Source: an optimization exercise on an open RTL-to-GDS flow (aim: small area). Production flows keep margins and buffers that such runs may drop. Only simulation tests tie the RTL to the original design; equivalence was not proved. Power figures rest on the tool's default switching activity, not on a simulated workload. No driver is modelled on the clock port, so clocking that relies on it looks cheaper here than on a real chip.

==> inputs of exp/pepper <==
==> flow/design.v <==
module mem_access_top(
    input wire clk,
    input wire rst,
    input wire uart_rx,
    output wire uart_tx,
    output reg  led_captured,
    output reg  led_reset,
    output reg uart_idle,
    output reg uart_start,
    output reg uart_data
);
    localparam int L = 265;
    logic [9:0] cnt;
    wire tick = cnt[0] & cnt[1] & ~cnt[2] & cnt[3] & ~cnt[4] & ~cnt[5] & ~cnt[6]
              & cnt[7] & cnt[8];
    wire half = cnt[0] & cnt[1] & cnt[2] & ~cnt[3] & cnt[4] & ~cnt[6] & cnt[7]
              & ~cnt[8] & ~cnt[9];
    always_ff @(posedge clk or posedge rst)
        if (rst) cnt <= 10'b1100010111;
        else     cnt <= {cnt[8:0], ~(cnt[2] ^ cnt[9]) ^ tick};
    logic [8:0] p;
    logic [8*L-1:0] ring;
    wire  [7:0] tap = ring[8*L-1 -: 8];
    logic [7:0] we, wd;
    wire  [7:0] rin = (we & wd) | (~we & tap);
    always_ff @(posedge clk) begin
        ring <= {ring[8*L-9:0], rin};
        p    <= (p[8] & p[3]) ? 9'd0 : p + 9'd1;    
    end
    localparam logic [3:0] S_IDLE = 4'd0, S_START = 4'd1, S_STOP = 4'd2,
                           S_DONE = 4'd3, S_RDY = 4'd4, S_D8 = 4'd5;
    logic [3:0] st;
    logic [7:0] sample;
    logic ri;
    always_ff @(posedge clk or posedge rst)
        if (rst) st <= S_IDLE;
        else if (tick) begin
            if (st[3])             st <= (st == 4'd15) ? S_D8 : st + 4'd1;
            else if (st == S_D8)   st <= S_STOP;
            else if (st == S_IDLE) st <= uart_rx ? S_IDLE : S_START;
            else                   st <= S_IDLE;
        end else if (half) begin
            if (st == S_START) st <= 4'd8;
        end else if (st == S_STOP) st <= uart_rx ? S_DONE : S_IDLE;
        else if (st == S_DONE) st <= S_RDY;
        else if (st == S_RDY)  st <= S_IDLE;
    always_ff @(posedge clk or posedge rst)
        if (rst) begin
            ri <= 1'b0;
            uart_idle <= 1'b0; uart_start <= 1'b0; uart_data <= 1'b0;
            led_captured <= 1'b0; led_reset <= 1'b1;
        end else begin
            if (tick && st == S_IDLE) ri <= 1'b1;
            uart_idle <= ri;
            if (st == 4'd8) uart_start <= 1'b1;
            if (st == 4'd9) uart_data <= 1'b1;
            if (st == S_RDY) led_captured <= 1'b1;
            led_reset <= 1'b0;
        end
    logic [1:0] bc;           
    logic [1:0] typ;
    logic [7:0] addr;
    logic pend, mpend;        
    logic [1:0] head, tail;   
    wire hit_w   = p[8] & ((bc == 2'd0) ? p[3] : (~p[3] & (p[2] == bc[1]) & (p[1:0] == tail)));
    wire do_mem  = mpend & (p == {1'b0, addr});
    wire do_slot = pend & ~mpend & hit_w;
    wire mem_wr  = do_mem & (typ == 2'd1);
    wire mem_rd  = do_mem & (typ != 2'd1);
    wire commit  = (bc == 2'd2) & (typ != 2'd3);
    always_comb
        for (int i = 0; i < 8; i++) begin
            we[i] = mem_wr | (do_slot & ((bc != 2'd0) | (tail == i / 2)));
            wd[i] = (bc == 2'd0) ? sample[i % 2] : sample[i];
        end
    always_ff @(posedge clk)
        if (mem_rd) sample <= tap;
        else if (tick && st[3]) sample <= {uart_rx, sample[7:1]};
    always_ff @(posedge clk) begin
        if (do_slot && bc == 2'd0) typ <= sample[1:0];
        if (do_slot && bc == 2'd1) addr <= sample;
    end
    always_ff @(posedge clk or posedge rst)
        if (rst) begin
            bc <= 2'd0; pend <= 1'b0; mpend <= 1'b0; tail <= 2'd0;
        end else begin
            if (st == S_RDY) begin
                pend <= 1'b1;
                if (commit) mpend <= 1'b1;
            end
            if (do_mem) mpend <= 1'b0;
            if (do_slot) begin
                pend <= 1'b0;
                bc <= (bc == 2'd2) ? 2'd0 : bc + 2'd1;
                if (commit) tail <= tail + 2'd1;
            end
        end
    logic active;
    logic [1:0] y;            
    logic [3:0] k;            
    logic fb;                 
    logic txo;
    assign uart_tx = txo;
    wire hit_r = p[8] & ((y == 2'd0) ? p[3] : (~p[3] & (p[2] == y[1]) & (p[1:0] == head)));
    wire [2:0] bi = k[2:0] - 3'd1;
    wire [2:0] sel = (y == 2'd0) ? {head, bi[0]} : bi;
    always_ff @(posedge clk)
        if (hit_r) fb <= (y == 2'd0 && bi[2:1] != 2'd0) ? 1'b0 : tap[sel];
    always_ff @(posedge clk or posedge rst)
        if (rst) begin
            active <= 1'b0; y <= 2'd0; k <= 4'd0; txo <= 1'b1; head <= 2'd0;
        end else if (tick) begin
            if (active) begin
                if (y == 2'd3) begin
                    txo <= 1'b1;
                    active <= 1'b0;
                    head <= head + 2'd1;
                end else begin
                    txo <= (k == 4'd0) ? 1'b0 : (k == 4'd9) ? 1'b1 : fb;
                    if (k == 4'd9) begin
                        k <= 4'd0;
                        y <= y + 2'd1;
                    end else k <= k + 4'd1;
                end
            end else if (head != tail) begin
                txo <= 1'b0;
                active <= 1'b1;
                y <= 2'd0;
                k <= 4'd1;
            end
        end
endmodule
==> flow/run.sh <==
#!/bin/bash
# synth_recipe.tcl (not shown) runs the flow's synth.tcl, then flattens the netlist and writes it again
# the make line also repeats each setting of config.mk as NAME=value (left out here)
make -C /OpenROAD-flow-scripts/flow DESIGN_CONFIG=/design/flow/config.mk WORK_HOME=/design/flow/orfs CLKGATE_MAP_FILE= SYNTH_SCRIPT=/design/flow/synth_recipe.tcl finish
==> flow/config.mk <==
export PLATFORM = sky130hd
export DESIGN_NAME = mem_access_top
export DESIGN_NICKNAME = mem_access_top
export VERILOG_FILES = /design/flow/design.v
export SDC_FILE = /design/flow/constraint.sdc
export NUM_CORES = 4
export LEC_CHECK = 0
export CAP_MARGIN = 20
export CORE_MARGIN = 2
export CORE_UTILIZATION = 40
export CTS_CLUSTER_DIAMETER = 100
export CTS_CLUSTER_SIZE = 30
export SLEW_MARGIN = 20
==> flow/constraint.sdc <==
create_clock -name core_clock -period 10.0 [get_ports {clk}]
set_input_delay 2.0000 -clock core_clock [delete_from_list [all_inputs] [get_ports {clk}]]
set_output_delay 2.0000 -clock core_clock [all_outputs]
set_load 0.01 [all_outputs]
==> inputs of exp/fjord, as changes to exp/pepper <==
==> flow/design.v, changed modules only <==
module mem_access_top(
    input wire clk,
    input wire rst,
    input wire uart_rx,
    output wire uart_tx,
    output reg  led_captured,
    output reg  led_reset,
    output reg uart_idle,
    output reg uart_start,
    output reg uart_data
);
    localparam int L = 265;
    logic [9:0] cnt;
    wire tick = (cnt == 10'd867);
    wire half = (cnt == 10'd433);
    always_ff @(posedge clk or posedge rst)
        if (rst) cnt <= '0;
        else     cnt <= tick ? 10'd0 : cnt + 10'd1;
    logic [8:0] p;
    logic [8*L-1:0] ring;
    wire  [7:0] tap = ring[8*L-1 -: 8];
    logic [7:0] we, wd;
    wire  [7:0] rin = (we & wd) | (~we & tap);
    always_ff @(posedge clk) begin
        ring <= {ring[8*L-9:0], rin};
        p    <= (p == L-1) ? 9'd0 : p + 9'd1;
    end
    localparam logic [3:0] S_IDLE = 4'd0, S_START = 4'd1, S_STOP = 4'd2,
                           S_DONE = 4'd3, S_RDY = 4'd4, S_D8 = 4'd5;
    logic [3:0] st;
    logic [7:0] sample;
    logic ri, rs, rd;
    always_ff @(posedge clk or posedge rst)
        if (rst) st <= S_IDLE;
        else if (tick) begin
            if (st[3])             st <= (st == 4'd15) ? S_D8 : st + 4'd1;
            else if (st == S_D8)   st <= S_STOP;
            else if (st == S_IDLE) st <= uart_rx ? S_IDLE : S_START;
            else                   st <= S_IDLE;
        end else if (half) begin
            if (st == S_START) st <= 4'd8;
        end else if (st == S_STOP) st <= uart_rx ? S_DONE : S_IDLE;
        else if (st == S_DONE) st <= S_RDY;
        else if (st == S_RDY)  st <= S_IDLE;
    always_ff @(posedge clk or posedge rst)
        if (rst) begin
            ri <= 1'b0; rs <= 1'b0; rd <= 1'b0;
            uart_idle <= 1'b0; uart_start <= 1'b0; uart_data <= 1'b0;
            led_captured <= 1'b0; led_reset <= 1'b1;
        end else begin
            if (tick && st == S_IDLE) ri <= 1'b1;
            if (half && st == S_START) rs <= 1'b1;
            if (tick && (st[3] || st == S_D8)) rd <= 1'b1;
            if (ri) uart_idle <= 1'b1;
            if (rs) uart_start <= 1'b1;
            if (rd) uart_data <= 1'b1;
            if (st == S_RDY) led_captured <= 1'b1;
            led_reset <= 1'b0;
        end
    logic [1:0] bc;           
    logic [1:0] typ;
    logic [7:0] addr;
    logic pend, mpend;        
    logic [2:0] head, tail;   
    wire [8:0] wslot = (bc == 2'd0) ? 9'd264 : {5'b10000, 1'b0, bc == 2'd2, tail[1:0]};
    wire do_mem  = mpend & (p == {1'b0, addr});
    wire do_slot = pend & ~mpend & (p == wslot);
    wire mem_wr  = do_mem & (typ == 2'd1);
    wire mem_rd  = do_mem & (typ != 2'd1);
    wire commit  = (bc == 2'd2) & (typ != 2'd3);
    always_comb
        for (int i = 0; i < 8; i++) begin
            we[i] = mem_wr | (do_slot & ((bc != 2'd0) | (tail[1:0] == i / 2)));
            wd[i] = (bc == 2'd0) ? sample[i % 2] : sample[i];
        end
    always_ff @(posedge clk)
        if (mem_rd) sample <= tap;
        else if (tick && st[3]) sample <= {uart_rx, sample[7:1]};
    always_ff @(posedge clk) begin
        if (do_slot && bc == 2'd0) typ <= sample[1:0];
        if (do_slot && bc == 2'd1) addr <= sample;
    end
    always_ff @(posedge clk or posedge rst)
        if (rst) begin
            bc <= 2'd0; pend <= 1'b0; mpend <= 1'b0; tail <= 3'd0;
        end else begin
            if (st == S_RDY) begin
                pend <= 1'b1;
                if (commit) mpend <= 1'b1;
            end
            if (do_mem) mpend <= 1'b0;
            if (do_slot) begin
                pend <= 1'b0;
                bc <= (bc == 2'd2) ? 2'd0 : bc + 2'd1;
                if (commit) tail <= tail + 3'd1;
            end
        end
    logic active;
    logic [1:0] y;            
    logic [3:0] k;            
    logic fb;                 
    logic txo;
    assign uart_tx = txo;
    wire [8:0] rslot = (y == 2'd0) ? 9'd264 : {5'b10000, 1'b0, y == 2'd2, head[1:0]};
    wire [2:0] bi = k[2:0] - 3'd1;
    wire [2:0] sel = (y == 2'd0) ? {head[1:0], bi[0]} : bi;
    always_ff @(posedge clk)
        if (p == rslot) fb <= (y == 2'd0 && bi[2:1] != 2'd0) ? 1'b0 : tap[sel];
    always_ff @(posedge clk or posedge rst)
        if (rst) begin
            active <= 1'b0; y <= 2'd0; k <= 4'd0; txo <= 1'b1; head <= 3'd0;
        end else if (tick) begin
            if (active) begin
                if (y == 2'd3) begin
                    txo <= 1'b1;
                    active <= 1'b0;
                    head <= head + 3'd1;
                end else begin
                    txo <= (k == 4'd0) ? 1'b0 : (k == 4'd9) ? 1'b1 : fb;
                    if (k == 4'd9) begin
                        k <= 4'd0;
                        y <= y + 2'd1;
                    end else k <= k + 4'd1;
                end
            end else if (head != tail) begin
                txo <= 1'b0;
                active <= 1'b1;
                y <= 2'd0;
                k <= 4'd1;
            end
        end
endmodule
CTS_CLUSTER_DIAMETER = default   (was 100)
CTS_CLUSTER_SIZE = default   (was 30)
==> inputs of exp/willow, as changes to exp/pepper <==
==> flow/design.v, changed modules only <==
module mem_access_top(
    input wire clk,
    input wire rst,
    input wire uart_rx,
    output wire uart_tx,
    output reg  led_captured,
    output reg  led_reset,
    output reg uart_idle,
    output reg uart_start,
    output reg uart_data
);
    localparam int L = 265;
    logic [9:0] cnt;
    wire tick = cnt[0] & cnt[1] & ~cnt[2] & cnt[3] & ~cnt[4] & ~cnt[5] & ~cnt[6]
              & cnt[7] & cnt[8];
    wire half = cnt[0] & cnt[1] & cnt[2] & ~cnt[3] & cnt[4] & ~cnt[6] & cnt[7]
              & ~cnt[8] & ~cnt[9];
    always_ff @(posedge clk or posedge rst)
        if (rst) cnt <= 10'b1100010111;
        else     cnt <= {cnt[8:0], ~(cnt[2] ^ cnt[9]) ^ tick};
    logic [8:0] p;
    logic [8*L-1:0] ring;
    wire  [7:0] tap = ring[8*L-1 -: 8];
    logic [7:0] we;
    logic wbit;
    wire  [7:0] rin = (we & {8{wbit}}) | (~we & tap);
    always_ff @(posedge clk) begin
        ring <= {ring[8*L-9:0], rin};
        p    <= (p[8] & p[3]) ? 9'd0 : p + 9'd1;    
    end
    localparam logic [3:0] S_D8 = 4'd0, S_IDLE = 4'd1, S_START = 4'd2,
                           S_STOP = 4'd3, S_DONE = 4'd4, S_RDY = 4'd5;
    logic [3:0] st;
    logic ri;
    always_ff @(posedge clk or posedge rst)
        if (rst) st <= S_IDLE;
        else if (tick) begin
            if (st[3])             st <= st + 4'd1;
            else if (st == S_D8)   st <= S_STOP;
            else if (st == S_IDLE) st <= uart_rx ? S_IDLE : S_START;
            else                   st <= S_IDLE;
        end else if (half) begin
            if (st == S_START) st <= 4'b1000;
        end else if (st == S_STOP) st <= uart_rx ? S_DONE : S_IDLE;
        else if (st == S_DONE) st <= S_RDY;
        else if (st == S_RDY)  st <= S_IDLE;
    always_ff @(posedge clk or posedge rst)
        if (rst) begin
            ri <= 1'b0;
            uart_idle <= 1'b0; uart_start <= 1'b0; uart_data <= 1'b0;
            led_captured <= 1'b0; led_reset <= 1'b1;
        end else begin
            if (tick && st == S_IDLE) ri <= 1'b1;
            uart_idle <= ri;
            if (st == 4'b1000) uart_start <= 1'b1;
            if (st == 4'b1001) uart_data <= 1'b1;
            if (st == S_RDY) led_captured <= 1'b1;
            led_reset <= 1'b0;
        end
    wire samp = tick & st[3];             
    wire [2:0] k = st[2:0] - 3'd1;        
    logic rbit;                           
    logic [1:0] bc;                       
    logic [1:0] typ;
    logic [7:0] addr;
    logic bpend, mpend;                   
    logic [1:0] head, tail;               
    wire hit_w   = p[8] & ((bc == 2'd0) ? p[3] : (~p[3] & (p[2] == bc[1]) & (p[1:0] == tail)));
    wire do_mem  = mpend & (p == {1'b0, addr});
    wire do_slot = bpend & ~mpend & hit_w;
    wire mem_wr  = do_mem & (typ == 2'd1);
    wire mem_rd  = do_mem & (typ != 2'd1);
    wire wen     = mem_wr | (do_slot & ((bc != 2'd0) | (k[2:1] == 2'd0)));
    wire [2:0] wlane = (bc == 2'd0) ? {tail, k[0]} : k;
    assign wbit = rbit;
    always_comb
        for (int i = 0; i < 8; i++) we[i] = wen & (wlane == i);
    logic [2:0] fsel;
    wire  [2:0] tsel = p[8] ? fsel : k;
    wire  tbit = tap[tsel];
    always_ff @(posedge clk) begin
        if (samp) rbit <= uart_rx;
        else if (mem_rd) rbit <= tbit;
        if (samp && bc == 2'd0 && st[2:0] == 3'd0) typ[0] <= uart_rx;
        if (samp && bc == 2'd0 && st[2:0] == 3'd1) typ[1] <= uart_rx;
        if (samp && bc == 2'd1) addr <= {uart_rx, addr[7:1]};
    end
    always_ff @(posedge clk or posedge rst)
        if (rst) begin
            bc <= 2'd0; bpend <= 1'b0; mpend <= 1'b0; tail <= 2'd0;
        end else begin
            if (samp) begin
                bpend <= 1'b1;
                if (bc == 2'd2 && typ != 2'd3) mpend <= 1'b1;
            end
            if (do_mem) mpend <= 1'b0;
            if (do_slot) bpend <= 1'b0;
            if (st == S_RDY) begin
                bc <= (bc == 2'd2) ? 2'd0 : bc + 2'd1;
                if (bc == 2'd2 && typ != 2'd3) tail <= tail + 2'd1;
            end
        end
    logic active;
    logic [1:0] y;            
    logic [3:0] kt;           
    logic fb;                 
    logic txo;
    assign uart_tx = txo;
    wire hit_r = p[8] & ((y == 2'd0) ? p[3] : (~p[3] & (p[2] == y[1]) & (p[1:0] == head)));
    wire [2:0] bi = kt[2:0] - 3'd1;
    assign fsel = (y == 2'd0) ? {head, bi[0]} : bi;
    always_ff @(posedge clk)
        if (hit_r) fb <= (y == 2'd0 && bi[2:1] != 2'd0) ? 1'b0 : tbit;
    always_ff @(posedge clk or posedge rst)
        if (rst) begin
            active <= 1'b0; txo <= 1'b1; head <= 2'd0;
        end else if (tick) begin
            if (active) begin
                if (y == 2'd3) begin
                    txo <= 1'b1;
                    active <= 1'b0;
                    head <= head + 2'd1;
                end else
                    txo <= (kt == 4'd0) ? 1'b0 : (kt == 4'd9) ? 1'b1 : fb;
            end else if (head != tail) begin
                txo <= 1'b0;
                active <= 1'b1;
            end
        end
    always_ff @(posedge clk)
        if (tick) begin
            if (!active) begin
                y <= 2'd0;
                kt <= 4'd1;
            end else if (kt == 4'd9) begin
                kt <= 4'd0;
                y <= y + 2'd1;
            end else kt <= kt + 4'd1;
        end
endmodule
==> flow/flow/run.sh (new file) <==
#!/bin/bash
# The standard layout (standard.sh, unchanged synthesis, floorplan,
# placement, routing), with the clock tree built by TritonCTS options that the
# flow settings do not reach: no dummy loads, sink clusters of up to 38
# flip-flops within 100 um, and leaf buffers sized by a derated max cap
# (0.06) instead of always the strongest buffer.
set -euo pipefail
export CTS_ARGS="-sink_clustering_enable -repair_clock_nets -dont_use_dummy_load -sink_clustering_size 38 -sink_clustering_max_diameter 100 -sink_buffer_max_cap_derate 0.06"
bash standard.sh > standard_flow.log 2>&1
==> flow/standard.sh (new file) <==
#!/bin/bash
# synth_recipe.tcl (not shown) runs the flow's synth.tcl, then flattens the netlist and writes it again
# the make line also repeats each setting of config.mk as NAME=value (left out here)
make -C /OpenROAD-flow-scripts/flow DESIGN_CONFIG=/design/flow/config.mk WORK_HOME=/design/flow/orfs CLKGATE_MAP_FILE= SYNTH_SCRIPT=/design/flow/synth_recipe.tcl "${@:-finish}"
ABC_AREA = 1   (was default)
CTS_CLUSTER_DIAMETER = default   (was 100)
CTS_CLUSTER_SIZE = default   (was 30)
removed: flow/run.sh
==> comparison table <==
|  | exp/willow | exp/fjord | exp/pepper |
|---|---|---|---|
| Horizontal extent of the die | 342 µm | 344 µm | 343 µm |
| Storage element area | 0.0439 mm² | 0.0442 mm² | 0.0441 mm² |
| Tot GR Track Use | 0.0804 | 0.0888 | 0.0815 |
| Compound-Gate Fraction of Synth Area | 0.00576 | 0.00951 | 0.0115 |
| Leakage Power | 19.4 nW | 21.8 nW | 19.6 nW |
| Peak supply drop | 0.000118 V | 0.000163 V | 0.000157 V |
| Switching share of power | 0.186 | 0.188 | 0.184 |
| Share of the synthesized area in the top cell type | 0.935 | 0.923 | 0.930 |
| Fin cells | 4103 | 4336 | 4040 |
| Clock Sinks | 2177 | 2188 | 2184 |
| Via Count | 15100 | 16400 | 15200 |
| Met2 capacity usage during global routing | 0.108 | 0.120 | 0.113 |
| GPL Wtd Cong | 0.754 | 0.767 | 0.722 |
| Result of the run | complete, no violations | complete, no violations | complete, no violations |
| FP Rows | 123 | 124 | 124 |
| CTS clock-pin slew for the worst setup and hold paths | 0.12 ns | 0.06 ns | 0.11 ns |
| Detail Route met3 WL | 1670 µm | 2820 µm | 2000 µm |
| Clock tree skew after final layout | 0.0891 ns | 0.0250 ns | 0.0215 ns |
| Multi-input gates | 273 | 257 | 212 |

==> afterwards: timing with drivers on the ports <==
In the flow no input, the clock included, has a driving cell. The finished layouts below were timed again as built, in two steps. Step 1: set_driving_cell puts a clkbuf_16 on clk and a buf_2 on each other input, an assumption about the parent block. Step 2, shift: input delay + t, output delay - t, t = (earliest + latest rising clock arrival at the registers) / 2. This alone moves slack from input paths to output paths. Slacks: ideal / step 1 / step 2; pairs: ideal / step 1.
| run | t, ns | setup WS [ns] | hold WS [ns] | worst setup path at the end | cell pins on the clock port's net |
|---|---|---|---|---|---|
| exp/pepper | 0.708 | 6.276 / 6.216 / 6.806 | 0.318 / 0.318 / 0.318 | input to register | 1 |
| exp/fjord | 0.793 | 6.195 / 6.132 / 6.886 | 0.304 / 0.304 / 0.304 | input to register | 1 |
| exp/willow | 0.988 | 5.993 / 5.935 / 6.511 | 0.263 / 0.263 / 0.263 | input to register | 1 |
After both steps setup and hold are still met in every run listed.
